What follows belongs to an exercise in optimizing a design on an open flow for small area and a short achievable clock period; a production flow would make more cautious choices.
The RTL was checked by simulation tests, not by an equivalence proof against the original design.

==> flow/design.v (outline; a module is shown in full before it is edited, if it fits) <==
// module mul_round: 400 lines
// module booth_csa: 1261 lines
// module mul_fa: 4 lines
// module mul_ha: 4 lines
// module fp_mac: 24 lines
// module fp_mac_core: 126 lines
module fp_mac (
    input  wire        clk,
    input  wire [31:0] a,
    input  wire [31:0] b,
    input  wire        en_mult,
    input  wire        en_accuml,
    input  wire        rst_accuml,
    output reg  [31:0] acc_out
);
  // ...
==> flow/run.sh <==
#!/bin/bash
# synth_recipe.tcl (not shown) runs the flow's synth.tcl, then flattens the netlist and writes it again
# the make line also repeats each setting of config.mk as NAME=value (left out here)
make -C /OpenROAD-flow-scripts/flow DESIGN_CONFIG=/design/flow/config.mk WORK_HOME=/design/flow/orfs CLKGATE_MAP_FILE= SYNTH_SCRIPT=/design/flow/synth_recipe.tcl finish
==> flow/config.mk <==
export PLATFORM = sky130hd
export DESIGN_NAME = fp_mac
export DESIGN_NICKNAME = fp_mac
export VERILOG_FILES = /design/flow/design.v
export SDC_FILE = /design/flow/constraint.sdc
export NUM_CORES = 4
export LEC_CHECK = 0
export CAP_MARGIN = 20
export CORE_MARGIN = 2
export CORE_UTILIZATION = 40
export PLACE_DENSITY = 0.6
export SETUP_SLACK_MARGIN = 5
export SLEW_MARGIN = 20
export SYNTH_HIERARCHICAL = 1
==> flow/constraint.sdc <==
create_clock -name core_clock -period 25.0 [get_ports {clk}]
set_input_delay 5.0000 -clock core_clock [delete_from_list [all_inputs] [get_ports {clk}]]
set_output_delay 5.0000 -clock core_clock [all_outputs]
set_load 0.01 [all_outputs]
==> reports/metrics.cfg, run 1 <==
[timing]
finalHoldViolations=0
setup_viol=0
hold-worst-slack_ns=0.643

[clock_tree]
clockBufferDepth=2
clk_latency_ns=0.34
cts_buffers=9

[worst_setup_path]
path_max_fanout=18
worstPathRequired_ns=25.07
path_buf_inv=4

[finish]
seq_cell_count=64
clkCellAreaFrac_pct=1.05
area.sequential_mm2=0.00160
sh_seq_area_pct=4.81
fillers=7707
multiInputGateArea_mm2=0.0272
multi_input_area_share_pct=81.7

[global_route]
grt_pass1_vias=28500

[yosys]
synth_cell_type_count=120
synthTopCellsByArea=fa_1 (19%), xnor2_1 (10%), ha_1 (8.7%)
synthXorXnorAreaFrac_pct=12.2
synth_common_cells=xnor2_1 (365), nand2_1 (332), fa_1 (292)

[die]
core_region_area_mm2=0.0762

[run_status]
status=complete, no violations

[detailed_routing]
vias=29400

[placed_design]
postPlaceCellArea_mm2=0.0318

==> module fp_mac_core, before the edit <==
module fp_mac_core (
    input  wire [31:0] a,
    input  wire [31:0] b,
    input  wire        en_mult,
    input  wire [31:0] s,
    output wire [31:0] res
);
wire [7:0]  ea = a[30:23];
wire [7:0]  eb = b[30:23];
wire        a_spec = &ea;
wire        b_spec = &eb;
wire        p_zero = ~en_mult | (~|a[30:0]) | (~|b[30:0]);
wire        p_pass = ~en_mult | a_spec | b_spec | p_zero;
wire [31:0] p_fix  = (~en_mult) ? 32'd0 : a_spec ? a : b_spec ? b : 32'd0;
wire [47:0] ps, pc;
booth_csa mul (.x({1'b1, a[22:0]}), .y({1'b1, b[22:0]}), .ps(ps), .pc(pc));
function [4:0] tz23;
    input [22:0] v;
    integer k;
    begin
        tz23 = 5'd23;
        for (k = 22; k >= 0; k = k - 1)
            if (v[k]) tz23 = k[4:0];
    end
endfunction
wire [5:0]  tzs = {1'b0, tz23(a[22:0])} + {1'b0, tz23(b[22:0])};
wire        st1 = tzs <= 6'd22;       
wire        st0 = tzs <= 6'd21;       
wire        m47r;
wire [22:0] man;
mul_round rnd (.ps(ps), .pc(pc), .st1(st1), .st0(st0), .m47(m47r), .man(man));
wire        m47 = m47r & ~p_pass;
wire [7:0]  pe0 = ea + eb - 8'd127;
wire [7:0]  ye0 = p_pass ? p_fix[30:23] : pe0;
wire [22:0] ym  = p_pass ? p_fix[22:0] : man;
wire        sy  = p_pass ? p_fix[31] : a[31] ^ b[31];
wire [7:0]  xe = s[30:23];
wire        sx = s[31];
wire        eop = sx ^ sy;
wire [8:0]  dxa = {1'b0, xe} - {1'b0, ye0};
wire [8:0]  dya = {1'b0, ye0} - {1'b0, xe};
wire [7:0]  ye1 = ye0 + 8'd1;
wire [8:0]  dxb = {1'b0, xe} - {1'b0, ye1};
wire [8:0]  dyb = {1'b0, ye1} - {1'b0, xe};
wire [7:0]  ye  = m47 ? ye1 : ye0;
wire        eswap = m47 ? dxb[8] : dxa[8];                   
wire [7:0]  ad    = m47 ? (dxb[8] ? dyb[7:0] : dxb[7:0])
                        : (dxa[8] ? dya[7:0] : dxa[7:0]);    
wire        ad0   = ad == 8'd0;
wire        ad1   = ad == 8'd1;
wire [7:0]  le    = eswap ? ye : xe;
wire [31:0] y = {sy, ye, ym};
wire        equal    = s[30:0] == y[30:0];
wire        bothzero = (~|s[30:0]) & (~|y[30:0]);
wire [23:0] xm = {1'b1, s[22:0]};
wire [23:0] ymf = {1'b1, ym};
function [25:0] add25;
    input [24:0] a;
    input [24:0] b;
    input        cin;
    reg   [24:0] g, p, t;
    integer l, k, j;
    begin
        g = a & b;
        p = a ^ b;
        t = p;
        g[0] = g[0] | (p[0] & cin);
        for (l = 1; l < 32; l = l * 2)
            for (k = 0; k < 25; k = k + 1)
                if ((k / l) % 2 == 1) begin
                    j = (k / l) * l - 1;
                    g[k] = g[k] | (t[k] & g[j]);
                    t[k] = t[k] & t[j];
                end
        add25 = {g[24], p ^ {g[23:0], cin}};
    end
endfunction
function [4:0] lzc32;
    input [31:0] v;
    reg   [7:0]  z4;
    reg   [15:0] c4;
    reg   [3:0]  z8;
    reg   [11:0] c8;
    reg   [1:0]  z16;
    reg   [7:0]  c16;
    integer k;
    begin
        for (k = 0; k < 8; k = k + 1) begin
            z4[k] = ~|v[4*k +: 4];
            c4[2*k +: 2] = v[4*k+3] ? 2'd0 : v[4*k+2] ? 2'd1 : v[4*k+1] ? 2'd2 : 2'd3;
        end
        for (k = 0; k < 4; k = k + 1) begin
            z8[k] = z4[2*k+1] & z4[2*k];
            c8[3*k +: 3] = z4[2*k+1] ? {1'b1, c4[4*k +: 2]} : {1'b0, c4[4*k+2 +: 2]};
        end
        for (k = 0; k < 2; k = k + 1) begin
            z16[k] = z8[2*k+1] & z8[2*k];
            c16[4*k +: 4] = z8[2*k+1] ? {1'b1, c8[6*k +: 3]} : {1'b0, c8[6*k+3 +: 3]};
        end
        lzc32 = z16[1] ? {1'b1, c16[3:0]} : {1'b0, c16[7:4]};
    end
endfunction
wire [23:0] lm = eswap ? ymf : xm;
wire [23:0] sm = eswap ? xm : ymf;
wire [23:0] sr = (ad >= 8'd24) ? 24'd0 : (sm >> ad[4:0]);
wire [25:0] fadd = add25({1'b0, lm}, {1'b0, sr} ^ {25{eop}}, eop);
wire [24:0] fsum = fadd[24:0];
wire [22:0] f_man = fsum[24] ? fsum[23:1] : fsum[23] ? fsum[22:0] : {fsum[21:0], 1'b0};
wire [7:0]  f_exp = fsum[24] ? le + 8'd1 : fsum[23] ? le : le - 8'd1;
wire        f_sign = eswap ? sy : sx;
wire [23:0] na = (ad1 & eswap)  ? {1'b0, xm[23:1]} : xm;
wire [23:0] nb = (ad1 & ~eswap) ? {1'b0, ymf[23:1]} : ymf;
wire [25:0] d1a = add25({1'b0, na}, ~{1'b0, nb}, 1'b1);
wire [25:0] d2a = add25({1'b0, nb}, ~{1'b0, na}, 1'b1);
wire        d1neg = d1a[24];
wire [23:0] nd = d1neg ? d2a[23:0] : d1a[23:0];
wire [4:0]  nlz = lzc32({nd, 8'hFF});
wire [23:0] nsh = nd << nlz;
wire [22:0] n_man = nsh[22:0];
wire [7:0]  n_exp = equal ? 8'd0 : le - {3'd0, nlz};
wire        n_sign = d1neg ? sy : (equal ? 1'b0 : sx);
wire        near = eop & (ad0 | ad1);
assign res = bothzero ? {sx & sy, 31'd0}
           : near     ? {n_sign, n_exp, n_man}
           :            {f_sign, f_exp, f_man};
endmodule
==> inputs of run 2 (changes only) <==
--- a/flow/design.v
+++ b/flow/design.v
@@ -1803,15 +1803,36 @@
 wire        f_sign = eswap ? sy : sx;
 wire [23:0] na = (ad1 & eswap)  ? {1'b0, xm[23:1]} : xm;
 wire [23:0] nb = (ad1 & ~eswap) ? {1'b0, ymf[23:1]} : ymf;
-wire [25:0] d1a = add25({1'b0, na}, ~{1'b0, nb}, 1'b1);
-wire [25:0] d2a = add25({1'b0, nb}, ~{1'b0, na}, 1'b1);
-wire        d1neg = d1a[24];
-wire [23:0] nd = d1neg ? d2a[23:0] : d1a[23:0];
+function [24:0] eacsub24;
+    input [23:0] a;
+    input [23:0] b;
+    reg   [23:0] g, p, t, gg;
+    reg          co;
+    integer l, k, j;
+    begin
+        g = a & ~b;
+        p = a ^ ~b;
+        t = p;
+        gg = g;
+        for (l = 1; l < 32; l = l * 2)
+            for (k = 0; k < 24; k = k + 1)
+                if ((k / l) % 2 == 1) begin
+                    j = (k / l) * l - 1;
+                    gg[k] = gg[k] | (t[k] & gg[j]);
+                    t[k] = t[k] & t[j];
+                end
+        co = gg[23];
+        eacsub24 = {co, (p ^ ({gg[22:0], 1'b0} | ({t[22:0], 1'b1} & {24{co}}))) ^ {24{~co}}};
+    end
+endfunction
+wire [24:0] nda = eacsub24(na, nb);
+wire        d1neg = ~nda[24];         
+wire [23:0] nd = nda[23:0];
 wire [4:0]  nlz = lzc32({nd, 8'hFF});
 wire [23:0] nsh = nd << nlz;
 wire [22:0] n_man = nsh[22:0];
 wire [7:0]  n_exp = equal ? 8'd0 : le - {3'd0, nlz};
-wire        n_sign = d1neg ? sy : (equal ? 1'b0 : sx);
+wire        n_sign = equal ? 1'b0 : d1neg ? sy : sx;
 wire        near = eop & (ad0 | ad1);
 assign res = bothzero ? {sx & sy, 31'd0}
            : near     ? {n_sign, n_exp, n_man}
==> run 2 against run 1 <==
Cell area shrank 1.9%. Synthesized area shrank 1.7%. First-iteration DRC count shrank 19%. Die area shrank 1.7%. Critical endpoint is now acc_out[22].
==> reports/metrics.cfg, run 2 <==
[clock_tree]
hold_buffers=0
cts_root_buf=clkbuf_16
clockBufferDepth=2  ; unchanged
clk_latency_ns=0.32  ; -0.02 ns
cts_tree=done
cts.clk_slew.worst_paths_ns=0.06
htree_levels=3
cts_buffers=9  ; unchanged
numClockSinks=64

[yosys]
ys_seq_area_share_pct=5.27
synth_area_mm2=0.0304
synth_cell_type_count=118  ; -1.7%
synth_warnings=8
synth.most_common_cell=xnor2_1
synth.avg_cell_area_um2=8.39
synth_area_leader_cell=fa_1
synth_common_cells=xnor2_1 (375), o22ai_1 (284), fa_1 (282)
ys_seq_elements=64
synth_top_area_share_pct=18.6
syn_inst=3620
synth_edf_count=32
synthTopCellsByArea=fa_1 (19%), xnor2_1 (11%), ha_1 (8.0%)
synth_ff_type=edfxtp_1
synthArstFlopShare_pct=0

[global_route]
grt_max_degree=66
antenna_found_initial=6
grt_pass1_vias=26800  ; -6.1%
grt_first_pass_wirelength_um=165000
top_usage_layer=met2
grtUsageMet2_pct=43.6
grt_use_met1_pct=36.5
grt_overflow=0
grt_util_all_layers_pct=27.3
met3_usage_pct=3.49

[job]
drv_cap=0

[timing]
max_slew.worst_pin.slew_ns=1.11
setup_viol=0  ; unchanged
setup_slack_ns=5.48
finalHoldViolations=0  ; unchanged
finClkSkew_ns=0.00628
setup_tns_ns=0
max_slew_margin_pct=25.7
period_needed_ns=19.52
report.final.slew_viol_count=0
period_share_pct=78.1
fmaxAchievable_mhz=51.2
rsz0062_at_grt=no

[die]
rows=101
core_region_area_mm2=0.0756  ; -0.83%
start_util_pct=40.2
die_area_mm2=0.0782
die_w_um=280
ioPinCount=100
chipHeight_um=280

[worst_setup_path]
startpoint_type=input port
cpPeakStageDelay_ns=0.66
worstPathRequired_ns=25.19  ; +0.12 ns
r2r_start=s[23]
worst-endpoint-arrival_ns=19.72
critPathLaunch=a[8]
crit_path_frequent_cell=fa_1
crit_slowest_cell=clkdlybuf4s50_1
path_max_fanout=15  ; -3
critPathKind=in -> reg
end_kind=flip-flop

[finish]
final_common_cell=xnor2_1
mostFrequentLayoutCells=xnor2_1 (359), o22ai_1 (281), fa_1 (281), nor2_1 (277), nand2_1 (217)
fillers=7587  ; -1.6%
num_antenna_cells=0
nets=4084
drive_above_1_share_pct=13.0
top_regs=acc_out (32), s (32)
final_cell_area_mm2=0.0327
syn_to_final_growth_pct=7.54

[detailed_routing]
vias=28000  ; -5.0%
first_pass_iters=7
vias_per_cell=6.18
drcViolationCount=0
dr.first_iter.drc_count=2727
wl_um=110000
wl_per_cell_um=24.3
antenna_left=0

[placed_design]
place.gp.congestion=0.969
io_buffer_count=99
postPlaceCellArea_mm2=0.0312  ; -1.9%
hpwl_um=84400
pre_cts_slack_ns=1.51

[run_status]
status=complete, no violations

[min_path]
min_from=s[31]
hold_class=reg -> reg

-- run 2: cell count changes after synthesis, sizes merged, moves of 16 or more --
| cell | previous run | this run |
|---|---|---|
| o211ai | 46 | 30 |
| a21oi | 210 | 170 |
| nand2 | 332 | 220 |
| ha | 215 | 194 |
| inv | 169 | 119 |
| mux4 | 2 | 23 |
| o21ai | 224 | 175 |
| nor2 | 229 | 283 |
| mux2i | 89 | 150 |
| clkbuf | 140 | 119 |
-- run 2: path summary, 6_finish.rpt --
kind | end | slack, ns | depth (start not counted)
hold reg to reg | acc_out[31] | 0.66 | 1
setup reg to reg | acc_out[22] | 14.53 | 39
setup / recovery | acc_out[22] | 5.48 | 53
hold / removal | acc_out[31] | 0.66 | 1
-- run 2: timing repair --
item / 4_1_cts / 5_1_grt
hold endpoints to repair: 0 / 0
gates cloned: 7 / 7
resized for setup: 85 / 132
pin swaps: 10 / 12
endpoints found under the setup margin: 62 / 61
setup buffers: 22 / 27
-- run 2: final cells by class --
| type | count | area (µm²) | area share [%] |
|---|---|---|---|
| Clock inverter | 7 | 72.6 | 0.222 |
| Timing Repair inverter | 7 | 43.8 | 0.134 |
| Inverter | 119 | 629 | 1.93 |
| Tap cell | 978 | 1220 | 3.75 |
| Timing Repair Buffer | 229 | 1990 | 6.09 |
| Multi-Input combinational cell | 3110 | 26900 | 82.3 |
| Clock buffer | 9 | 225 | 0.689 |
| Sequential cell | 64 | 1600 | 4.90 |
-- run 2: cells by family (layout without fill, tap and decap cells) --
family | count (synthesis) | count (layout) | share of synthesized area [%]
simple gates | 987 | 989 | 16.8
compound gates | 949 | 950 | 20.6
fa+ha+maj | 476 | 476 | 26.6
buf+inv | 464 | 371 | 8.58
xor+xnor | 444 | 444 | 12.9
mux | 233 | 235 | 9.27
flops | 64 | 64 | 5.27
other cells | 3 | 16 | 0.0371
-- run 2: modules after synthesis (local to each module, per instance) --
module	flip-flops and latches	area, µm²
mul_round	0	3040
mul_fa	0	20.0
fp_mac_core	0	12200
booth_csa	0	7000
fp_mac	64	2380
mul_ha	0	12.5
-- run 2: worst max-delay path: cells and delay by family --
family | cells | cell delay, ns
adders and majority gates | 9 | 3.77
AOI/OAI and AO/OA | 24 | 6.33
muxes | 6 | 1.48
and+or+nand+nor | 7 | 1.36
buffers and inverters | 6 | 1.57
xor gates and xnor gates | 1 | 0.14
-- run 2: metrics by stage --
stage	hold WS [ns]	utilization (%)	cells
3_5_place_dp	0.621	41.2	4444
5_1_grt	0.687	43.2	4523
6_report	0.658	43.2	4523
3_3_place_gp	0.638	41.2	4444
4_1_cts	0.645	42.3	4489
2_1_floorplan	0.563	-	3633
-- run 2: routing by layer --
metal	vias to the layer above	wire length [µm]
met5	-	34
met1	13400	45400
met2	1426	49300
li1	12800	-
met3	276	9180
met4	6	5910
==> inputs of run 3 (changes only) <==
--- a/flow/config.mk
+++ b/flow/config.mk
@@ -7,8 +7,8 @@
 export LEC_CHECK = 0
 export CAP_MARGIN = 20
 export CORE_MARGIN = 2
-export CORE_UTILIZATION = 40
-export PLACE_DENSITY = 0.6
+export CORE_UTILIZATION = 60
+export PLACE_DENSITY = 0.75
 export SETUP_SLACK_MARGIN = 5
 export SLEW_MARGIN = 20
 export SYNTH_HIERARCHICAL = 1
==> run 3 against run 2 <==
Clock skew increased by 0.0042 ns. Non-clock buffer count rose by 2. Largest cell class unchanged. Global-route usage increased by 14 points. Cell count is 6.7% lower. Fmax down 0.56%. Hold slack improved by 0.015 ns. Flip-flop and latch count did not move.
==> reports/metrics.cfg, run 3 <==
[worst_setup_path]
crit_family=adder cells
end_kind=flip-flop
cpPeakStageDelay_ns=0.51  ; -0.15 ns
startpoint_type=input port
critPathKind=in -> reg
crit_slowest_cell=fa_1
path_buf_inv=7  ; +1
worst-endpoint-arrival_ns=19.73  ; about the same
r2r_slack_ns=14.58  ; +0.05 ns
worstPathRequired_ns=25.10  ; -0.09 ns
path_max_fanout=26  ; +11

[placed_design]
io_buffer_count=99  ; unchanged
place.gp.congestion=1.02  ; +5.3%
hpwl_um=85100  ; +0.88%
postPlaceCellArea_mm2=0.0307  ; -1.4%
post-place-cells=4134  ; -7.0%

[clock_tree]
cts.clk_slew.worst_paths_ns=0.06  ; about the same
cts_root_buf=clkbuf_16
htree_levels=3  ; unchanged
clockBufferDepth=2  ; unchanged
cts_tree=done
numClockSinks=64  ; unchanged
clk_latency_ns=0.35  ; +0.03 ns
cts_buffers=9  ; unchanged
hold_buffers=0  ; unchanged

[timing]
hold-worst-slack_ns=0.673  ; +0.0152 ns
setup_viol=0  ; unchanged
max_slew_margin_pct=18.6  ; -7.1 points
rsz0062_at_grt=no
period_needed_ns=19.63  ; +0.109 ns
finalHoldViolations=0  ; unchanged
period_share_pct=78.5  ; +0.44 points
report.final.slew_viol_count=0  ; unchanged
fmaxAchievable_mhz=50.9  ; -0.56%
max_slew.worst_pin.slew_ns=1.22  ; +0.106 ns
setup_tns_ns=0  ; unchanged
finClkSkew_ns=0.0105  ; +0.00419 ns

[global_route]
grt_util_all_layers_pct=41.0  ; +14 points
grt_pass1_vias=28600  ; +6.6%
grt_max_degree=66  ; unchanged
grt_first_pass_wirelength_um=168000  ; +1.5%
antenna_found_initial=1  ; -5
grt_overflow=0  ; unchanged

[finish]
top_regs=acc_out (32), s (32)
nets=4089  ; +0.12%
final_cell_area_mm2=0.0325  ; -0.67%
syn_to_final_growth_pct=6.83
fillers=4330  ; -43%
num_antenna_cells=0  ; unchanged
drive_above_1_share_pct=13.5  ; +0.55 points
final_common_cell=xnor2_1
layout.cells.non_filler=4222  ; -6.7%
mostFrequentLayoutCells=xnor2_1 (361), o22ai_1 (282), fa_1 (280), nor2_1 (277), nand2_1 (217)

[yosys]
synth_edf_count=32  ; unchanged
synthTopCellsByArea=fa_1 (19%), xnor2_1 (11%), ha_1 (8.0%)
syn_inst=3620  ; unchanged
ys_seq_area_share_pct=5.27  ; unchanged
synth_warnings=8  ; unchanged
synth_cell_type_count=118  ; unchanged
synth_top_area_share_pct=18.6  ; unchanged
synthArstFlopShare_pct=0  ; unchanged
synth.most_common_cell=xnor2_1
synth_ff_type=edfxtp_1
synth_area_mm2=0.0304  ; unchanged
synth_area_leader_cell=fa_1
synth.avg_cell_area_um2=8.39  ; unchanged
synth_common_cells=xnor2_1 (375), o22ai_1 (284), fa_1 (282)
ys_seq_elements=64  ; unchanged

[die]
rows=82  ; -19%
start_util_pct=60.7  ; +20 points
die_w_um=229  ; -18%
die_area_mm2=0.0525  ; -33%
chipHeight_um=229  ; -18%
ioPinCount=100  ; unchanged
core_region_area_mm2=0.0501  ; -34%

[detailed_routing]
wl_per_cell_um=26.3  ; +8.2%
antenna_left=0  ; unchanged
drcViolationCount=0  ; unchanged
vias_per_cell=6.90  ; +12%
wl_um=111000  ; +0.96%
vias=29100  ; +4.3%
first_pass_iters=13  ; +6
dr.first_iter.drc_count=3086  ; +13%

[run_status]
status=complete, no violations

[job]
drv_cap=0  ; unchanged

[min_path]
hold_class=reg -> reg

-- run 3: path summary, 6_finish.rpt --
kind         start     endpoint  cells after the start
max           b[2]  acc_out[30]                     63
min          s[31]  acc_out[31]                      1
max reg2reg  s[23]  acc_out[30]                     42
min reg2reg  s[31]  acc_out[31]                      1
-- run 3: modules after synthesis, one instance, submodules excluded --
module,copies in the design,flops+latches,cell area [µm²],cells
booth_csa,1,0,7000,994
mul_ha,34,0,12.5,1
fp_mac,1,64,2380,139
fp_mac_core,1,0,12200,1779
mul_round,1,0,3040,410
mul_fa,264,0,20.0,1
-- run 3: layout make-up --
type | count | area, µm² | area share [%]
Multi-Input combinational cell | 3106 | 27100 | 83.4
Timing Repair Buffer | 231 | 2030 | 6.26
Sequential cell | 64 | 1600 | 4.93
Tap cell | 672 | 841 | 2.59
Inverter | 119 | 562 | 1.73
Clock buffer | 9 | 225 | 0.694
Timing Repair inverter | 14 | 83.8 | 0.258
Clock inverter | 7 | 45.0 | 0.139
-- run 3: logic make-up (layout without fill, tap and decap cells) --
family	count (synthesis)	in the layout	share of synthesized area, %
and+or+nand+nor	987	987	16.8
AOI/OAI and AO/OA	949	949	20.6
adders and majority gates	476	476	26.6
buffers and inverters	464	380	8.58
xor gates and xnor gates	444	444	12.9
muxes	233	234	9.27
DFF	64	64	5.27
other	3	16	0.0371
-- run 3: metrics by stage --
stage                     setup slack, ns  util (%)
after floorplan                      5.03         -
after global placement               2.19      61.4
after detailed placement             1.66      61.4
after CTS                            5.01      63.3
after global routing                 4.86      64.8
final                                5.37      64.8
-- run 3: metal layers --
metal / track usage, % / up-vias / part of all wire [%]
met5: 0 / - / 0.012
met4: 26.1 / 2 / 7.8
met3: 6.88 / 501 / 9.8
met2: 66.8 / 1844 / 45
met1: 50.5 / 14000 / 37
li1: - / 12800 / -
-- run 3: what timing repair did --
action | 4_1_cts | 5_1_grt
setup endpoints to repair | 62 | 62
buffers inserted | 20 | 36
pin swaps | 11 | 16
resized for setup | 129 | 144
cloned | 13 | 3
==> module mul_round, before the edit <==
module mul_round (input wire [47:0] ps, input wire [47:0] pc,
                  input wire st1, input wire st0,
                  output wire m47, output wire [22:0] man);
wire g0 = ps[0] & pc[0];
wire p0 = ps[0] ^ pc[0];
wire g1 = ps[1] & pc[1];
wire p1 = ps[1] ^ pc[1];
wire g2 = ps[2] & pc[2];
wire p2 = ps[2] ^ pc[2];
wire g3 = ps[3] & pc[3];
wire p3 = ps[3] ^ pc[3];
wire g4 = ps[4] & pc[4];
wire p4 = ps[4] ^ pc[4];
wire g5 = ps[5] & pc[5];
wire p5 = ps[5] ^ pc[5];
wire g6 = ps[6] & pc[6];
wire p6 = ps[6] ^ pc[6];
wire g7 = ps[7] & pc[7];
wire p7 = ps[7] ^ pc[7];
wire g8 = ps[8] & pc[8];
wire p8 = ps[8] ^ pc[8];
wire g9 = ps[9] & pc[9];
wire p9 = ps[9] ^ pc[9];
wire g10 = ps[10] & pc[10];
wire p10 = ps[10] ^ pc[10];
wire g11 = ps[11] & pc[11];
wire p11 = ps[11] ^ pc[11];
wire g12 = ps[12] & pc[12];
wire p12 = ps[12] ^ pc[12];
wire g13 = ps[13] & pc[13];
wire p13 = ps[13] ^ pc[13];
wire g14 = ps[14] & pc[14];
wire p14 = ps[14] ^ pc[14];
wire g15 = ps[15] & pc[15];
wire p15 = ps[15] ^ pc[15];
wire g16 = ps[16] & pc[16];
wire p16 = ps[16] ^ pc[16];
wire g17 = ps[17] & pc[17];
wire p17 = ps[17] ^ pc[17];
wire g18 = ps[18] & pc[18];
wire p18 = ps[18] ^ pc[18];
wire g19 = ps[19] & pc[19];
wire p19 = ps[19] ^ pc[19];
wire g20 = ps[20] & pc[20];
wire p20 = ps[20] ^ pc[20];
wire g21 = ps[21] & pc[21];
wire p21 = ps[21] ^ pc[21];
wire g22 = ps[22] & pc[22];
wire p22 = ps[22] ^ pc[22];
wire g23 = ps[23] & pc[23];
wire p23 = ps[23] ^ pc[23];
wire g24 = ps[24] & pc[24];
wire p24 = ps[24] ^ pc[24];
wire g25 = ps[25] & pc[25];
wire p25 = ps[25] ^ pc[25];
wire g26 = ps[26] & pc[26];
wire p26 = ps[26] ^ pc[26];
wire g27 = ps[27] & pc[27];
wire p27 = ps[27] ^ pc[27];
wire g28 = ps[28] & pc[28];
wire p28 = ps[28] ^ pc[28];
wire g29 = ps[29] & pc[29];
wire p29 = ps[29] ^ pc[29];
wire g30 = ps[30] & pc[30];
wire p30 = ps[30] ^ pc[30];
wire g31 = ps[31] & pc[31];
wire p31 = ps[31] ^ pc[31];
wire g32 = ps[32] & pc[32];
wire p32 = ps[32] ^ pc[32];
wire g33 = ps[33] & pc[33];
wire p33 = ps[33] ^ pc[33];
wire g34 = ps[34] & pc[34];
wire p34 = ps[34] ^ pc[34];
wire g35 = ps[35] & pc[35];
wire p35 = ps[35] ^ pc[35];
wire g36 = ps[36] & pc[36];
wire p36 = ps[36] ^ pc[36];
wire g37 = ps[37] & pc[37];
wire p37 = ps[37] ^ pc[37];
wire g38 = ps[38] & pc[38];
wire p38 = ps[38] ^ pc[38];
wire g39 = ps[39] & pc[39];
wire p39 = ps[39] ^ pc[39];
wire g40 = ps[40] & pc[40];
wire p40 = ps[40] ^ pc[40];
wire g41 = ps[41] & pc[41];
wire p41 = ps[41] ^ pc[41];
wire g42 = ps[42] & pc[42];
wire p42 = ps[42] ^ pc[42];
wire g43 = ps[43] & pc[43];
wire p43 = ps[43] ^ pc[43];
wire g44 = ps[44] & pc[44];
wire p44 = ps[44] ^ pc[44];
wire g45 = ps[45] & pc[45];
wire p45 = ps[45] ^ pc[45];
wire g46 = ps[46] & pc[46];
wire p46 = ps[46] ^ pc[46];
wire g47 = ps[47] & pc[47];
wire p47 = ps[47] ^ pc[47];
wire lg0_1 = g1 | (p1 & g0);
wire lp0_1 = p1 & p0;
wire lg0_3 = g3 | (p3 & g2);
wire lp0_3 = p3 & p2;
wire lg0_5 = g5 | (p5 & g4);
wire lp0_5 = p5 & p4;
wire lg0_7 = g7 | (p7 & g6);
wire lp0_7 = p7 & p6;
wire lg0_9 = g9 | (p9 & g8);
wire lp0_9 = p9 & p8;
wire lg0_11 = g11 | (p11 & g10);
wire lp0_11 = p11 & p10;
wire lg0_13 = g13 | (p13 & g12);
wire lp0_13 = p13 & p12;
wire lg0_15 = g15 | (p15 & g14);
wire lp0_15 = p15 & p14;
wire lg0_17 = g17 | (p17 & g16);
wire lp0_17 = p17 & p16;
wire lg0_19 = g19 | (p19 & g18);
wire lp0_19 = p19 & p18;
wire lg0_21 = g21 | (p21 & g20);
wire lp0_21 = p21 & p20;
wire lg1_2 = g2 | (p2 & lg0_1);
wire lp1_2 = p2 & lp0_1;
wire lg1_3 = lg0_3 | (lp0_3 & lg0_1);
wire lp1_3 = lp0_3 & lp0_1;
wire lg1_6 = g6 | (p6 & lg0_5);
wire lp1_6 = p6 & lp0_5;
wire lg1_7 = lg0_7 | (lp0_7 & lg0_5);
wire lp1_7 = lp0_7 & lp0_5;
wire lg1_10 = g10 | (p10 & lg0_9);
wire lp1_10 = p10 & lp0_9;
wire lg1_11 = lg0_11 | (lp0_11 & lg0_9);
wire lp1_11 = lp0_11 & lp0_9;
wire lg1_14 = g14 | (p14 & lg0_13);
wire lp1_14 = p14 & lp0_13;
wire lg1_15 = lg0_15 | (lp0_15 & lg0_13);
wire lp1_15 = lp0_15 & lp0_13;
wire lg1_18 = g18 | (p18 & lg0_17);
wire lp1_18 = p18 & lp0_17;
wire lg1_19 = lg0_19 | (lp0_19 & lg0_17);
wire lp1_19 = lp0_19 & lp0_17;
wire lg2_4 = g4 | (p4 & lg1_3);
wire lp2_4 = p4 & lp1_3;
wire lg2_5 = lg0_5 | (lp0_5 & lg1_3);
wire lp2_5 = lp0_5 & lp1_3;
wire lg2_6 = lg1_6 | (lp1_6 & lg1_3);
wire lp2_6 = lp1_6 & lp1_3;
wire lg2_7 = lg1_7 | (lp1_7 & lg1_3);
wire lp2_7 = lp1_7 & lp1_3;
wire lg2_12 = g12 | (p12 & lg1_11);
wire lp2_12 = p12 & lp1_11;
wire lg2_13 = lg0_13 | (lp0_13 & lg1_11);
wire lp2_13 = lp0_13 & lp1_11;
wire lg2_14 = lg1_14 | (lp1_14 & lg1_11);
wire lp2_14 = lp1_14 & lp1_11;
wire lg2_15 = lg1_15 | (lp1_15 & lg1_11);
wire lp2_15 = lp1_15 & lp1_11;
wire lg2_20 = g20 | (p20 & lg1_19);
wire lp2_20 = p20 & lp1_19;
wire lg2_21 = lg0_21 | (lp0_21 & lg1_19);
wire lp2_21 = lp0_21 & lp1_19;
wire lg3_8 = g8 | (p8 & lg2_7);
wire lp3_8 = p8 & lp2_7;
wire lg3_9 = lg0_9 | (lp0_9 & lg2_7);
wire lp3_9 = lp0_9 & lp2_7;
wire lg3_10 = lg1_10 | (lp1_10 & lg2_7);
wire lp3_10 = lp1_10 & lp2_7;
wire lg3_11 = lg1_11 | (lp1_11 & lg2_7);
wire lp3_11 = lp1_11 & lp2_7;
wire lg3_12 = lg2_12 | (lp2_12 & lg2_7);
wire lp3_12 = lp2_12 & lp2_7;
wire lg3_13 = lg2_13 | (lp2_13 & lg2_7);
wire lp3_13 = lp2_13 & lp2_7;
wire lg3_14 = lg2_14 | (lp2_14 & lg2_7);
wire lp3_14 = lp2_14 & lp2_7;
wire lg3_15 = lg2_15 | (lp2_15 & lg2_7);
wire lp3_15 = lp2_15 & lp2_7;
wire lg4_16 = g16 | (p16 & lg3_15);
wire lp4_16 = p16 & lp3_15;
wire lg4_17 = lg0_17 | (lp0_17 & lg3_15);
wire lp4_17 = lp0_17 & lp3_15;
wire lg4_18 = lg1_18 | (lp1_18 & lg3_15);
wire lp4_18 = lp1_18 & lp3_15;
wire lg4_19 = lg1_19 | (lp1_19 & lg3_15);
wire lp4_19 = lp1_19 & lp3_15;
wire lg4_20 = lg2_20 | (lp2_20 & lg3_15);
wire lp4_20 = lp2_20 & lp3_15;
wire lg4_21 = lg2_21 | (lp2_21 & lg3_15);
wire lp4_21 = lp2_21 & lp3_15;
wire c22 = lg4_21;
wire gg22 = g22 | (p22 & c22);
wire hg0_1 = g23 | (p23 & gg22);
wire hp0_1 = p23 & p22;
wire hg0_3 = g25 | (p25 & g24);
wire hp0_3 = p25 & p24;
wire hg0_5 = g27 | (p27 & g26);
wire hp0_5 = p27 & p26;
wire hg0_7 = g29 | (p29 & g28);
wire hp0_7 = p29 & p28;
wire hg0_9 = g31 | (p31 & g30);
wire hp0_9 = p31 & p30;
wire hg0_11 = g33 | (p33 & g32);
wire hp0_11 = p33 & p32;
wire hg0_13 = g35 | (p35 & g34);
wire hp0_13 = p35 & p34;
wire hg0_15 = g37 | (p37 & g36);
wire hp0_15 = p37 & p36;
wire hg0_17 = g39 | (p39 & g38);
wire hp0_17 = p39 & p38;
wire hg0_19 = g41 | (p41 & g40);
wire hp0_19 = p41 & p40;
wire hg0_21 = g43 | (p43 & g42);
wire hp0_21 = p43 & p42;
wire hg0_23 = g45 | (p45 & g44);
wire hp0_23 = p45 & p44;
wire hg1_2 = g24 | (p24 & hg0_1);
wire hp1_2 = p24 & hp0_1;
wire hg1_3 = hg0_3 | (hp0_3 & hg0_1);
wire hp1_3 = hp0_3 & hp0_1;
wire hg1_6 = g28 | (p28 & hg0_5);
wire hp1_6 = p28 & hp0_5;
wire hg1_7 = hg0_7 | (hp0_7 & hg0_5);
wire hp1_7 = hp0_7 & hp0_5;
wire hg1_10 = g32 | (p32 & hg0_9);
wire hp1_10 = p32 & hp0_9;
wire hg1_11 = hg0_11 | (hp0_11 & hg0_9);
wire hp1_11 = hp0_11 & hp0_9;
wire hg1_14 = g36 | (p36 & hg0_13);
wire hp1_14 = p36 & hp0_13;
wire hg1_15 = hg0_15 | (hp0_15 & hg0_13);
wire hp1_15 = hp0_15 & hp0_13;
wire hg1_18 = g40 | (p40 & hg0_17);
wire hp1_18 = p40 & hp0_17;
wire hg1_19 = hg0_19 | (hp0_19 & hg0_17);
wire hp1_19 = hp0_19 & hp0_17;
wire hg1_22 = g44 | (p44 & hg0_21);
wire hp1_22 = p44 & hp0_21;
wire hg1_23 = hg0_23 | (hp0_23 & hg0_21);
wire hp1_23 = hp0_23 & hp0_21;
wire hg2_4 = g26 | (p26 & hg1_3);
wire hp2_4 = p26 & hp1_3;
wire hg2_5 = hg0_5 | (hp0_5 & hg1_3);
wire hp2_5 = hp0_5 & hp1_3;
wire hg2_6 = hg1_6 | (hp1_6 & hg1_3);
wire hp2_6 = hp1_6 & hp1_3;
wire hg2_7 = hg1_7 | (hp1_7 & hg1_3);
wire hp2_7 = hp1_7 & hp1_3;
wire hg2_12 = g34 | (p34 & hg1_11);
wire hp2_12 = p34 & hp1_11;
wire hg2_13 = hg0_13 | (hp0_13 & hg1_11);
wire hp2_13 = hp0_13 & hp1_11;
wire hg2_14 = hg1_14 | (hp1_14 & hg1_11);
wire hp2_14 = hp1_14 & hp1_11;
wire hg2_15 = hg1_15 | (hp1_15 & hg1_11);
wire hp2_15 = hp1_15 & hp1_11;
wire hg2_20 = g42 | (p42 & hg1_19);
wire hp2_20 = p42 & hp1_19;
wire hg2_21 = hg0_21 | (hp0_21 & hg1_19);
wire hp2_21 = hp0_21 & hp1_19;
wire hg2_22 = hg1_22 | (hp1_22 & hg1_19);
wire hp2_22 = hp1_22 & hp1_19;
wire hg2_23 = hg1_23 | (hp1_23 & hg1_19);
wire hp2_23 = hp1_23 & hp1_19;
wire hg3_8 = g30 | (p30 & hg2_7);
wire hp3_8 = p30 & hp2_7;
wire hg3_9 = hg0_9 | (hp0_9 & hg2_7);
wire hp3_9 = hp0_9 & hp2_7;
wire hg3_10 = hg1_10 | (hp1_10 & hg2_7);
wire hp3_10 = hp1_10 & hp2_7;
wire hg3_11 = hg1_11 | (hp1_11 & hg2_7);
wire hp3_11 = hp1_11 & hp2_7;
wire hg3_12 = hg2_12 | (hp2_12 & hg2_7);
wire hp3_12 = hp2_12 & hp2_7;
wire hg3_13 = hg2_13 | (hp2_13 & hg2_7);
wire hp3_13 = hp2_13 & hp2_7;
wire hg3_14 = hg2_14 | (hp2_14 & hg2_7);
wire hp3_14 = hp2_14 & hp2_7;
wire hg3_15 = hg2_15 | (hp2_15 & hg2_7);
wire hp3_15 = hp2_15 & hp2_7;
wire hg3_24 = g46 | (p46 & hg2_23);
wire hp3_24 = p46 & hp2_23;
wire hg4_16 = g38 | (p38 & hg3_15);
wire hp4_16 = p38 & hp3_15;
wire hg4_17 = hg0_17 | (hp0_17 & hg3_15);
wire hp4_17 = hp0_17 & hp3_15;
wire hg4_18 = hg1_18 | (hp1_18 & hg3_15);
wire hp4_18 = hp1_18 & hp3_15;
wire hg4_19 = hg1_19 | (hp1_19 & hg3_15);
wire hp4_19 = hp1_19 & hp3_15;
wire hg4_20 = hg2_20 | (hp2_20 & hg3_15);
wire hp4_20 = hp2_20 & hp3_15;
wire hg4_21 = hg2_21 | (hp2_21 & hg3_15);
wire hp4_21 = hp2_21 & hp3_15;
wire hg4_22 = hg2_22 | (hp2_22 & hg3_15);
wire hp4_22 = hp2_22 & hp3_15;
wire hg4_23 = hg2_23 | (hp2_23 & hg3_15);
wire hp4_23 = hp2_23 & hp3_15;
wire hg4_24 = hg3_24 | (hp3_24 & hg3_15);
wire hp4_24 = hp3_24 & hp3_15;
wire h22 = p22 ^ c22;
wire h23 = p23 ^ gg22;
wire h24 = p24 ^ hg0_1;
wire h25 = p25 ^ hg1_2;
wire h26 = p26 ^ hg1_3;
wire h27 = p27 ^ hg2_4;
wire h28 = p28 ^ hg2_5;
wire h29 = p29 ^ hg2_6;
wire h30 = p30 ^ hg2_7;
wire h31 = p31 ^ hg3_8;
wire h32 = p32 ^ hg3_9;
wire h33 = p33 ^ hg3_10;
wire h34 = p34 ^ hg3_11;
wire h35 = p35 ^ hg3_12;
wire h36 = p36 ^ hg3_13;
wire h37 = p37 ^ hg3_14;
wire h38 = p38 ^ hg3_15;
wire h39 = p39 ^ hg4_16;
wire h40 = p40 ^ hg4_17;
wire h41 = p41 ^ hg4_18;
wire h42 = p42 ^ hg4_19;
wire h43 = p43 ^ hg4_20;
wire h44 = p44 ^ hg4_21;
wire h45 = p45 ^ hg4_22;
wire h46 = p46 ^ hg4_23;
wire h47 = p47 ^ hg4_24;
wire m47w = h47;
wire r1 = h23 & st1;
wire r0 = h22 & st0;
wire a1 = h24;
wire a2 = a1 & h25;
wire a3 = a2 & h26;
wire a4 = a3 & h27;
wire a5 = a4 & h28;
wire a6 = a5 & h29;
wire a7 = a6 & h30;
wire a8 = a7 & h31;
wire a9 = a8 & h32;
wire a10 = a9 & h33;
wire a11 = a10 & h34;
wire a12 = a11 & h35;
wire a13 = a12 & h36;
wire a14 = a13 & h37;
wire a15 = a14 & h38;
wire a16 = a15 & h39;
wire a17 = a16 & h40;
wire a18 = a17 & h41;
wire a19 = a18 & h42;
wire a20 = a19 & h43;
wire a21 = a20 & h44;
wire a22 = a21 & h45;
wire mn1_0 = h24 ^ (r1 & 1'b1);
wire mn0_0 = h23 ^ r0;
wire mn1_1 = h25 ^ (r1 & a1);
wire mn0_1 = h24 ^ (r0 & h23 & 1'b1);
wire mn1_2 = h26 ^ (r1 & a2);
wire mn0_2 = h25 ^ (r0 & h23 & a1);
wire mn1_3 = h27 ^ (r1 & a3);
wire mn0_3 = h26 ^ (r0 & h23 & a2);
wire mn1_4 = h28 ^ (r1 & a4);
wire mn0_4 = h27 ^ (r0 & h23 & a3);
wire mn1_5 = h29 ^ (r1 & a5);
wire mn0_5 = h28 ^ (r0 & h23 & a4);
wire mn1_6 = h30 ^ (r1 & a6);
wire mn0_6 = h29 ^ (r0 & h23 & a5);
wire mn1_7 = h31 ^ (r1 & a7);
wire mn0_7 = h30 ^ (r0 & h23 & a6);
wire mn1_8 = h32 ^ (r1 & a8);
wire mn0_8 = h31 ^ (r0 & h23 & a7);
wire mn1_9 = h33 ^ (r1 & a9);
wire mn0_9 = h32 ^ (r0 & h23 & a8);
wire mn1_10 = h34 ^ (r1 & a10);
wire mn0_10 = h33 ^ (r0 & h23 & a9);
wire mn1_11 = h35 ^ (r1 & a11);
wire mn0_11 = h34 ^ (r0 & h23 & a10);
wire mn1_12 = h36 ^ (r1 & a12);
wire mn0_12 = h35 ^ (r0 & h23 & a11);
wire mn1_13 = h37 ^ (r1 & a13);
wire mn0_13 = h36 ^ (r0 & h23 & a12);
wire mn1_14 = h38 ^ (r1 & a14);
wire mn0_14 = h37 ^ (r0 & h23 & a13);
wire mn1_15 = h39 ^ (r1 & a15);
wire mn0_15 = h38 ^ (r0 & h23 & a14);
wire mn1_16 = h40 ^ (r1 & a16);
wire mn0_16 = h39 ^ (r0 & h23 & a15);
wire mn1_17 = h41 ^ (r1 & a17);
wire mn0_17 = h40 ^ (r0 & h23 & a16);
wire mn1_18 = h42 ^ (r1 & a18);
wire mn0_18 = h41 ^ (r0 & h23 & a17);
wire mn1_19 = h43 ^ (r1 & a19);
wire mn0_19 = h42 ^ (r0 & h23 & a18);
wire mn1_20 = h44 ^ (r1 & a20);
wire mn0_20 = h43 ^ (r0 & h23 & a19);
wire mn1_21 = h45 ^ (r1 & a21);
wire mn0_21 = h44 ^ (r0 & h23 & a20);
wire mn1_22 = h46 ^ (r1 & a22);
wire mn0_22 = h45 ^ (r0 & h23 & a21);
assign m47 = m47w;
assign man = m47w ? {mn1_22, mn1_21, mn1_20, mn1_19, mn1_18, mn1_17, mn1_16, mn1_15, mn1_14, mn1_13, mn1_12, mn1_11, mn1_10, mn1_9, mn1_8, mn1_7, mn1_6, mn1_5, mn1_4, mn1_3, mn1_2, mn1_1, mn1_0}
                  : {mn0_22, mn0_21, mn0_20, mn0_19, mn0_18, mn0_17, mn0_16, mn0_15, mn0_14, mn0_13, mn0_12, mn0_11, mn0_10, mn0_9, mn0_8, mn0_7, mn0_6, mn0_5, mn0_4, mn0_3, mn0_2, mn0_1, mn0_0};
endmodule
==> inputs of run 4 (changes only) <==
--- a/flow/design.v
+++ b/flow/design.v
@@ -1,102 +1,102 @@
 module mul_round (input wire [47:0] ps, input wire [47:0] pc,
                   input wire st1, input wire st0,
                   output wire m47, output wire [22:0] man);
-wire g0 = ps[0] & pc[0];
-wire p0 = ps[0] ^ pc[0];
-wire g1 = ps[1] & pc[1];
-wire p1 = ps[1] ^ pc[1];
-wire g2 = ps[2] & pc[2];
-wire p2 = ps[2] ^ pc[2];
-wire g3 = ps[3] & pc[3];
-wire p3 = ps[3] ^ pc[3];
-wire g4 = ps[4] & pc[4];
-wire p4 = ps[4] ^ pc[4];
-wire g5 = ps[5] & pc[5];
-wire p5 = ps[5] ^ pc[5];
-wire g6 = ps[6] & pc[6];
-wire p6 = ps[6] ^ pc[6];
-wire g7 = ps[7] & pc[7];
-wire p7 = ps[7] ^ pc[7];
-wire g8 = ps[8] & pc[8];
-wire p8 = ps[8] ^ pc[8];
-wire g9 = ps[9] & pc[9];
-wire p9 = ps[9] ^ pc[9];
-wire g10 = ps[10] & pc[10];
-wire p10 = ps[10] ^ pc[10];
-wire g11 = ps[11] & pc[11];
-wire p11 = ps[11] ^ pc[11];
-wire g12 = ps[12] & pc[12];
-wire p12 = ps[12] ^ pc[12];
-wire g13 = ps[13] & pc[13];
-wire p13 = ps[13] ^ pc[13];
-wire g14 = ps[14] & pc[14];
-wire p14 = ps[14] ^ pc[14];
-wire g15 = ps[15] & pc[15];
-wire p15 = ps[15] ^ pc[15];
-wire g16 = ps[16] & pc[16];
-wire p16 = ps[16] ^ pc[16];
-wire g17 = ps[17] & pc[17];
-wire p17 = ps[17] ^ pc[17];
-wire g18 = ps[18] & pc[18];
-wire p18 = ps[18] ^ pc[18];
-wire g19 = ps[19] & pc[19];
-wire p19 = ps[19] ^ pc[19];
-wire g20 = ps[20] & pc[20];
-wire p20 = ps[20] ^ pc[20];
-wire g21 = ps[21] & pc[21];
-wire p21 = ps[21] ^ pc[21];
-wire g22 = ps[22] & pc[22];
-wire p22 = ps[22] ^ pc[22];
-wire g23 = ps[23] & pc[23];
-wire p23 = ps[23] ^ pc[23];
-wire g24 = ps[24] & pc[24];
-wire p24 = ps[24] ^ pc[24];
-wire g25 = ps[25] & pc[25];
-wire p25 = ps[25] ^ pc[25];
-wire g26 = ps[26] & pc[26];
-wire p26 = ps[26] ^ pc[26];
-wire g27 = ps[27] & pc[27];
-wire p27 = ps[27] ^ pc[27];
-wire g28 = ps[28] & pc[28];
-wire p28 = ps[28] ^ pc[28];
-wire g29 = ps[29] & pc[29];
-wire p29 = ps[29] ^ pc[29];
-wire g30 = ps[30] & pc[30];
-wire p30 = ps[30] ^ pc[30];
-wire g31 = ps[31] & pc[31];
-wire p31 = ps[31] ^ pc[31];
-wire g32 = ps[32] & pc[32];
-wire p32 = ps[32] ^ pc[32];
-wire g33 = ps[33] & pc[33];
-wire p33 = ps[33] ^ pc[33];
-wire g34 = ps[34] & pc[34];
-wire p34 = ps[34] ^ pc[34];
-wire g35 = ps[35] & pc[35];
-wire p35 = ps[35] ^ pc[35];
-wire g36 = ps[36] & pc[36];
-wire p36 = ps[36] ^ pc[36];
-wire g37 = ps[37] & pc[37];
-wire p37 = ps[37] ^ pc[37];
-wire g38 = ps[38] & pc[38];
-wire p38 = ps[38] ^ pc[38];
-wire g39 = ps[39] & pc[39];
-wire p39 = ps[39] ^ pc[39];
-wire g40 = ps[40] & pc[40];
-wire p40 = ps[40] ^ pc[40];
-wire g41 = ps[41] & pc[41];
-wire p41 = ps[41] ^ pc[41];
-wire g42 = ps[42] & pc[42];
-wire p42 = ps[42] ^ pc[42];
-wire g43 = ps[43] & pc[43];
-wire p43 = ps[43] ^ pc[43];
-wire g44 = ps[44] & pc[44];
-wire p44 = ps[44] ^ pc[44];
-wire g45 = ps[45] & pc[45];
-wire p45 = ps[45] ^ pc[45];
-wire g46 = ps[46] & pc[46];
-wire p46 = ps[46] ^ pc[46];
-wire g47 = ps[47] & pc[47];
-wire p47 = ps[47] ^ pc[47];
+wire g0, p0;
+mul_ha hpg0 (.a(ps[0]), .b(pc[0]), .s(p0), .co(g0));
+wire g1, p1;
+mul_ha hpg1 (.a(ps[1]), .b(pc[1]), .s(p1), .co(g1));
+wire g2, p2;
+mul_ha hpg2 (.a(ps[2]), .b(pc[2]), .s(p2), .co(g2));
+wire g3, p3;
+mul_ha hpg3 (.a(ps[3]), .b(pc[3]), .s(p3), .co(g3));
+wire g4, p4;
+mul_ha hpg4 (.a(ps[4]), .b(pc[4]), .s(p4), .co(g4));
+wire g5, p5;
+mul_ha hpg5 (.a(ps[5]), .b(pc[5]), .s(p5), .co(g5));
+wire g6, p6;
+mul_ha hpg6 (.a(ps[6]), .b(pc[6]), .s(p6), .co(g6));
+wire g7, p7;
+mul_ha hpg7 (.a(ps[7]), .b(pc[7]), .s(p7), .co(g7));
+wire g8, p8;
+mul_ha hpg8 (.a(ps[8]), .b(pc[8]), .s(p8), .co(g8));
+wire g9, p9;
+mul_ha hpg9 (.a(ps[9]), .b(pc[9]), .s(p9), .co(g9));
+wire g10, p10;
+mul_ha hpg10 (.a(ps[10]), .b(pc[10]), .s(p10), .co(g10));
+wire g11, p11;
+mul_ha hpg11 (.a(ps[11]), .b(pc[11]), .s(p11), .co(g11));
+wire g12, p12;
+mul_ha hpg12 (.a(ps[12]), .b(pc[12]), .s(p12), .co(g12));
+wire g13, p13;
+mul_ha hpg13 (.a(ps[13]), .b(pc[13]), .s(p13), .co(g13));
+wire g14, p14;
+mul_ha hpg14 (.a(ps[14]), .b(pc[14]), .s(p14), .co(g14));
+wire g15, p15;
+mul_ha hpg15 (.a(ps[15]), .b(pc[15]), .s(p15), .co(g15));
+wire g16, p16;
+mul_ha hpg16 (.a(ps[16]), .b(pc[16]), .s(p16), .co(g16));
+wire g17, p17;
+mul_ha hpg17 (.a(ps[17]), .b(pc[17]), .s(p17), .co(g17));
+wire g18, p18;
+mul_ha hpg18 (.a(ps[18]), .b(pc[18]), .s(p18), .co(g18));
+wire g19, p19;
+mul_ha hpg19 (.a(ps[19]), .b(pc[19]), .s(p19), .co(g19));
+wire g20, p20;
+mul_ha hpg20 (.a(ps[20]), .b(pc[20]), .s(p20), .co(g20));
+wire g21, p21;
+mul_ha hpg21 (.a(ps[21]), .b(pc[21]), .s(p21), .co(g21));
+wire g22, p22;
+mul_ha hpg22 (.a(ps[22]), .b(pc[22]), .s(p22), .co(g22));
+wire g23, p23;
+mul_ha hpg23 (.a(ps[23]), .b(pc[23]), .s(p23), .co(g23));
+wire g24, p24;
+mul_ha hpg24 (.a(ps[24]), .b(pc[24]), .s(p24), .co(g24));
+wire g25, p25;
+mul_ha hpg25 (.a(ps[25]), .b(pc[25]), .s(p25), .co(g25));
+wire g26, p26;
+mul_ha hpg26 (.a(ps[26]), .b(pc[26]), .s(p26), .co(g26));
+wire g27, p27;
+mul_ha hpg27 (.a(ps[27]), .b(pc[27]), .s(p27), .co(g27));
+wire g28, p28;
+mul_ha hpg28 (.a(ps[28]), .b(pc[28]), .s(p28), .co(g28));
+wire g29, p29;
+mul_ha hpg29 (.a(ps[29]), .b(pc[29]), .s(p29), .co(g29));
+wire g30, p30;
+mul_ha hpg30 (.a(ps[30]), .b(pc[30]), .s(p30), .co(g30));
+wire g31, p31;
+mul_ha hpg31 (.a(ps[31]), .b(pc[31]), .s(p31), .co(g31));
+wire g32, p32;
+mul_ha hpg32 (.a(ps[32]), .b(pc[32]), .s(p32), .co(g32));
+wire g33, p33;
+mul_ha hpg33 (.a(ps[33]), .b(pc[33]), .s(p33), .co(g33));
+wire g34, p34;
+mul_ha hpg34 (.a(ps[34]), .b(pc[34]), .s(p34), .co(g34));
+wire g35, p35;
+mul_ha hpg35 (.a(ps[35]), .b(pc[35]), .s(p35), .co(g35));
+wire g36, p36;
+mul_ha hpg36 (.a(ps[36]), .b(pc[36]), .s(p36), .co(g36));
+wire g37, p37;
+mul_ha hpg37 (.a(ps[37]), .b(pc[37]), .s(p37), .co(g37));
+wire g38, p38;
+mul_ha hpg38 (.a(ps[38]), .b(pc[38]), .s(p38), .co(g38));
+wire g39, p39;
+mul_ha hpg39 (.a(ps[39]), .b(pc[39]), .s(p39), .co(g39));
+wire g40, p40;
+mul_ha hpg40 (.a(ps[40]), .b(pc[40]), .s(p40), .co(g40));
+wire g41, p41;
+mul_ha hpg41 (.a(ps[41]), .b(pc[41]), .s(p41), .co(g41));
+wire g42, p42;
+mul_ha hpg42 (.a(ps[42]), .b(pc[42]), .s(p42), .co(g42));
+wire g43, p43;
+mul_ha hpg43 (.a(ps[43]), .b(pc[43]), .s(p43), .co(g43));
+wire g44, p44;
+mul_ha hpg44 (.a(ps[44]), .b(pc[44]), .s(p44), .co(g44));
+wire g45, p45;
+mul_ha hpg45 (.a(ps[45]), .b(pc[45]), .s(p45), .co(g45));
+wire g46, p46;
+mul_ha hpg46 (.a(ps[46]), .b(pc[46]), .s(p46), .co(g46));
+wire g47, p47;
+mul_ha hpg47 (.a(ps[47]), .b(pc[47]), .s(p47), .co(g47));
 wire lg0_1 = g1 | (p1 & g0);
 wire lp0_1 = p1 & p0;
 wire lg0_3 = g3 | (p3 & g2);
@@ -1743,29 +1743,32 @@
 wire        ad1   = ad == 8'd1;
 wire [7:0]  le    = eswap ? ye : xe;
 wire [31:0] y = {sy, ye, ym};
-wire        equal    = s[30:0] == y[30:0];
 wire        bothzero = (~|s[30:0]) & (~|y[30:0]);
 wire [23:0] xm = {1'b1, s[22:0]};
 wire [23:0] ymf = {1'b1, ym};
-function [25:0] add25;
-    input [24:0] a;
-    input [24:0] b;
-    input        cin;
-    reg   [24:0] g, p, t;
+function [24:0] addsub24;
+    input [23:0] a;
+    input [23:0] b;
+    input        sub;
+    reg   [23:0] bb, g, p, t, gg;
+    reg          co, ci;
     integer l, k, j;
     begin
-        g = a & b;
-        p = a ^ b;
+        bb = b ^ {24{sub}};
+        g = a & bb;
+        p = a ^ bb;
         t = p;
-        g[0] = g[0] | (p[0] & cin);
+        gg = g;
         for (l = 1; l < 32; l = l * 2)
-            for (k = 0; k < 25; k = k + 1)
+            for (k = 0; k < 24; k = k + 1)
                 if ((k / l) % 2 == 1) begin
                     j = (k / l) * l - 1;
-                    g[k] = g[k] | (t[k] & g[j]);
+                    gg[k] = gg[k] | (t[k] & gg[j]);
                     t[k] = t[k] & t[j];
                 end
-        add25 = {g[24], p ^ {g[23:0], cin}};
+        co = gg[23];
+        ci = sub & co;
+        addsub24 = {co, (p ^ ({gg[22:0], 1'b0} | ({t[22:0], 1'b1} & {24{ci}}))) ^ {24{sub & ~co}}};
     end
 endfunction
 function [4:0] lzc32;
@@ -1796,43 +1799,18 @@
 wire [23:0] lm = eswap ? ymf : xm;
 wire [23:0] sm = eswap ? xm : ymf;
 wire [23:0] sr = (ad >= 8'd24) ? 24'd0 : (sm >> ad[4:0]);
-wire [25:0] fadd = add25({1'b0, lm}, {1'b0, sr} ^ {25{eop}}, eop);
-wire [24:0] fsum = fadd[24:0];
+wire [24:0] as = addsub24(lm, sr, eop);
+wire [24:0] fsum = {as[24] & ~eop, as[23:0]};
 wire [22:0] f_man = fsum[24] ? fsum[23:1] : fsum[23] ? fsum[22:0] : {fsum[21:0], 1'b0};
 wire [7:0]  f_exp = fsum[24] ? le + 8'd1 : fsum[23] ? le : le - 8'd1;
 wire        f_sign = eswap ? sy : sx;
-wire [23:0] na = (ad1 & eswap)  ? {1'b0, xm[23:1]} : xm;
-wire [23:0] nb = (ad1 & ~eswap) ? {1'b0, ymf[23:1]} : ymf;
-function [24:0] eacsub24;
-    input [23:0] a;
-    input [23:0] b;
-    reg   [23:0] g, p, t, gg;
-    reg          co;
-    integer l, k, j;
-    begin
-        g = a & ~b;
-        p = a ^ ~b;
-        t = p;
-        gg = g;
-        for (l = 1; l < 32; l = l * 2)
-            for (k = 0; k < 24; k = k + 1)
-                if ((k / l) % 2 == 1) begin
-                    j = (k / l) * l - 1;
-                    gg[k] = gg[k] | (t[k] & gg[j]);
-                    t[k] = t[k] & t[j];
-                end
-        co = gg[23];
-        eacsub24 = {co, (p ^ ({gg[22:0], 1'b0} | ({t[22:0], 1'b1} & {24{co}}))) ^ {24{~co}}};
-    end
-endfunction
-wire [24:0] nda = eacsub24(na, nb);
-wire        d1neg = ~nda[24];         
-wire [23:0] nd = nda[23:0];
+wire [23:0] nd = as[23:0];
 wire [4:0]  nlz = lzc32({nd, 8'hFF});
 wire [23:0] nsh = nd << nlz;
 wire [22:0] n_man = nsh[22:0];
-wire [7:0]  n_exp = equal ? 8'd0 : le - {3'd0, nlz};
-wire        n_sign = equal ? 1'b0 : d1neg ? sy : sx;
+wire        nzero = ~|nd;
+wire [7:0]  n_exp = nzero ? 8'd0 : le - {3'd0, nlz};
+wire        n_sign = nzero ? 1'b0 : as[24] ? f_sign : ~f_sign;
 wire        near = eop & (ad0 | ad1);
 assign res = bothzero ? {sx & sy, 31'd0}
            : near     ? {n_sign, n_exp, n_man}
==> flow/flow/run.sh (new file) <==
#!/bin/bash
set -euo pipefail
bash standard.sh synth > synth.log 2>&1
bash standard.sh SETUP_SLACK_MARGIN=8 finish > layout.log 2>&1
==> flow/standard.sh (new file) <==
#!/bin/bash
# synth_recipe.tcl (not shown) runs the flow's synth.tcl, then flattens the netlist and writes it again
# the make line also repeats each setting of config.mk as NAME=value (left out here)
make -C /OpenROAD-flow-scripts/flow DESIGN_CONFIG=/design/flow/config.mk WORK_HOME=/design/flow/orfs CLKGATE_MAP_FILE= SYNTH_SCRIPT=/design/flow/synth_recipe.tcl "${@:-finish}"
--- a/flow/config.mk
+++ b/flow/config.mk
@@ -7,8 +7,7 @@
 export LEC_CHECK = 0
 export CAP_MARGIN = 20
 export CORE_MARGIN = 2
-export CORE_UTILIZATION = 60
-export PLACE_DENSITY = 0.75
-export SETUP_SLACK_MARGIN = 5
+export CORE_UTILIZATION = 40
+export PLACE_DENSITY = 0.6
 export SLEW_MARGIN = 20
 export SYNTH_HIERARCHICAL = 1
removed: flow/run.sh
==> run 4 against run 3 <==
Synthesized area is 5.2% lower. Largest cell class unchanged. Critical endpoint is now acc_out[20]. Routed wire length rose by 6.5%. Hold slack got worse by 0.016 ns. Count of clock-buffer cells in the layout stayed put. Cell area up 10%.
==> reports/metrics.cfg, run 4 <==
[clock_tree]
htree_levels=3  ; unchanged
cts_root_buf=clkbuf_16
cts.clk_slew.worst_paths_ns=0.06  ; about the same
numClockSinks=64  ; unchanged
cts_tree=done
hold_buffers=0  ; unchanged
cts_buffers=9  ; unchanged
clockBufferDepth=2  ; unchanged
clk_latency_ns=0.33  ; -0.02 ns

[die]
start_util_pct=40.4  ; -20 points
die_w_um=272  ; +19%
core_region_area_mm2=0.0714  ; +43%
die_area_mm2=0.0742  ; +41%
ioPinCount=100  ; unchanged
rows=98  ; +20%
chipHeight_um=272  ; +19%

[detailed_routing]
vias=29100  ; -0.034%
antenna_left=0  ; unchanged
wl_per_cell_um=25.7  ; -2.4%
first_pass_iters=6  ; -7
vias_per_cell=6.32  ; -8.4%
wl_um=118000  ; +6.5%
dr.first_iter.drc_count=3607  ; +17%
drcViolationCount=0  ; unchanged

[timing]
report.final.slew_viol_count=0  ; unchanged
setup_viol=0  ; unchanged
max_slew.worst_pin.slew_ns=1.07  ; -0.151 ns
max_slew_margin_pct=28.1  ; +9.5 points
finalHoldViolations=0  ; unchanged
fmaxAchievable_mhz=51.2  ; +0.53%
setup_tns_ns=0  ; unchanged
period_share_pct=78.1  ; -0.41 points
period_needed_ns=19.53  ; -0.103 ns
rsz0062_at_grt=yes
finClkSkew_ns=0.0134  ; +0.00295 ns

[yosys]
syn_inst=3498  ; -3.4%
synth_area_mm2=0.0288  ; -5.2%
synth_common_cells=xnor2_1 (361), fa_1 (271), o22ai_1 (268)
synth.avg_cell_area_um2=8.24  ; -1.9%
synth_edf_count=32  ; unchanged
synth_top_area_share_pct=18.8  ; +0.25 points
ys_seq_elements=64  ; unchanged
ys_seq_area_share_pct=5.56  ; +0.29 points
synth_warnings=8  ; unchanged
synthArstFlopShare_pct=0  ; unchanged
synth_ff_type=edfxtp_1
synthTopCellsByArea=fa_1 (19%), xnor2_1 (11%), ha_1 (7.9%)
synth_cell_type_count=123  ; +4.2%
synth_area_leader_cell=fa_1
synth.most_common_cell=xnor2_1

[worst_setup_path]
worstPathRequired_ns=25.07  ; -0.03 ns
r2r_slack_ns=15.02  ; +0.44 ns
startpoint_type=input port
crit_family=compound AO/OA/AOI/OAI gates
path_max_fanout=13  ; -50%
worst-endpoint-arrival_ns=19.60  ; -0.13 ns
regToRegEndpoint=acc_out[20]
r2r_start=s[23]
cpPeakStageDelay_ns=0.58  ; +0.07 ns
critPathKind=in -> reg
cp.depth=68  ; +7.9%
end_kind=flip-flop
crit_slowest_cell=fa_1
rr_worst_depth=40  ; -4.8%
path_buf_inv=10  ; +3

[global_route]
grt_pass1_vias=28300  ; -0.97%
grt_max_degree=66  ; unchanged
grt_overflow=0  ; unchanged
antenna_found_initial=7  ; +6
grt_util_all_layers_pct=30.7  ; -10 points
grt_first_pass_wirelength_um=176000  ; +5.3%

[min_path]
holdPathEnd=acc_out[31]
min_from=s[31]
hold_depth=1  ; unchanged
hold_class=reg -> reg

[finish]
mostFrequentLayoutCells=xnor2_1 (317), buf_4 (283), fa_1 (258), o22ai_1 (246), nand2_1 (223)
final_common_cell=xnor2_1
top_regs=acc_out (32), s (32)
drive_above_1_share_pct=25.7  ; +12 points
nets=4174  ; +2.1%
utilization_pct=50.2  ; -15 points
syn_to_final_growth_pct=24.3

[job]
drv_cap=0  ; unchanged

[placed_design]
hpwl_um=85900  ; +0.83%
place.gp.congestion=0.993  ; -2.6%
io_buffer_count=99  ; unchanged

[run_status]
status=complete, no violations

[run 4: cell types whose count changed after synthesis, sizes merged, moves of 15 or more]
| cell | delta |
|---|---|
| nor4 | -15 |
| nor3 | -28 |
| o21ai | +55 |
| inv | -20 |
| o22ai | -16 |
| mux4 | -23 |
| clkbuf | +15 |
| nor2 | -69 |
| xor2 | -40 |
| a21oi | +29 |
[run 4: Yosys stat by module (local to each module, per instance)]
module	copies in the design	area (µm²)	flops+latches
fp_mac_core	1	10800	0
mul_round	1	2320	0
mul_fa	264	20.0	0
fp_mac	1	2380	64
booth_csa	1	7000	0
mul_ha	82	12.5	0
[run 4: worst max path at each step]
| stage | from | end | slack, ns |
|---|---|---|---|
| after floorplan | b[1] | acc_out[29] | 5.80 |
| after global placement | b[3] | acc_out[29] | 1.44 |
| after detailed placement | b[3] | acc_out[29] | 1.31 |
| after CTS | b[3] | acc_out[14] | 5.82 |
| after global routing | b[10] | acc_out[20] | 4.95 |
| final | b[8] | acc_out[20] | 5.47 |
[run 4: area by class of cell]
cell class,instances,area (µm²)
Multi-Input combinational cell,3003,27700
Tap cell,950,1190
Timing Repair Buffer,453,4350
Fill cell,6625,35600
Timing Repair inverter,21,136
Antenna cell,1,2.50
Clock buffer,9,225
Inverter,100,531
Sequential cell,64,1600
Clock inverter,7,125
[run 4: metal layers]
metal,track usage [%],vias up,wire length (µm)
met4,10.4,8,5160
met3,6.83,361,13000
met1,43.6,14200,49600
met2,45.9,1650,50400
li1,-,12900,-
met5,0,-,55
[run 4: cells by family after synthesis]
group | after synthesis | share of synthesized area (%)
AO/OA/AOI/OAI | 1025 | 23.0
XOR/XNOR | 393 | 12.1
adder cells (fa/ha/maj) | 454 | 26.8
buffers and inverters | 451 | 8.79
flip-flops | 64 | 5.56
multiplexers | 186 | 6.91
other | 3 | 0.0391
AND/OR/NAND/NOR | 922 | 16.8
[run 4: metrics by stage]
| step | hold WS (ns) | area [µm²] | setup slack (ns) | instances |
|---|---|---|---|---|
| 6_report | 0.658 | 35800 | 5.47 | 4608 |
| 5_1_grt | 0.689 | 35800 | 4.95 | 4608 |
| 4_1_cts | 0.656 | 34300 | 5.82 | 4541 |
| 3_5_place_dp | 0.639 | 29900 | 1.31 | 4279 |
| 3_3_place_gp | 0.636 | 29900 | 1.44 | 4279 |
| 2_1_floorplan | 0.561 | 29400 | 5.80 | 3511 |
[run 4: repair_timing]
action | 4_1_cts | 5_1_grt
resized for setup | 567 | 204
setup endpoints to repair | 64 | 64
pin swaps | 146 | 115
gates cloned | 32 | 2
endpoints found under the hold margin | 0 | 0
buffers inserted | 214 | 64

-- what the ideal ports hide --
The flow's constraints put no driver on any port. The routed layouts listed below were extracted and timed again, unchanged, in two steps.
Step 1 assumes that a clkbuf_16 drives the clock port and a buf_2 every other input.
Step 2, shift: input delay + t, output delay - t, t = (earliest + latest rising clock arrival at the registers) / 2. This alone moves slack from input paths to output paths.
a / b / c = ideal / step 1 / step 2; a / b = the first two.
run	t, ns	setup WS [ns]	clock arrival spread, ns	worst register clock-pin slew, ns	cell pins on the clock port's net
run 1	0.364	5.515 / 5.524 / 5.160	0.019 / 0.019	0.07 / 0.07	1
run 2	0.358	5.477 / 5.483 / 5.125	0.007 / 0.007	0.06 / 0.06	1
run 3	0.382	5.367 / 5.384 / 5.003	0.011 / 0.011	0.06 / 0.06	1
run 4	0.356	5.470 / 5.409 / 5.053	0.013 / 0.014	0.07 / 0.07	1
After both steps setup and hold are still met in every run listed. The setup slack of run 4, which loses most, moves by -0.061 ns with the drivers and by -0.417 ns with both steps.
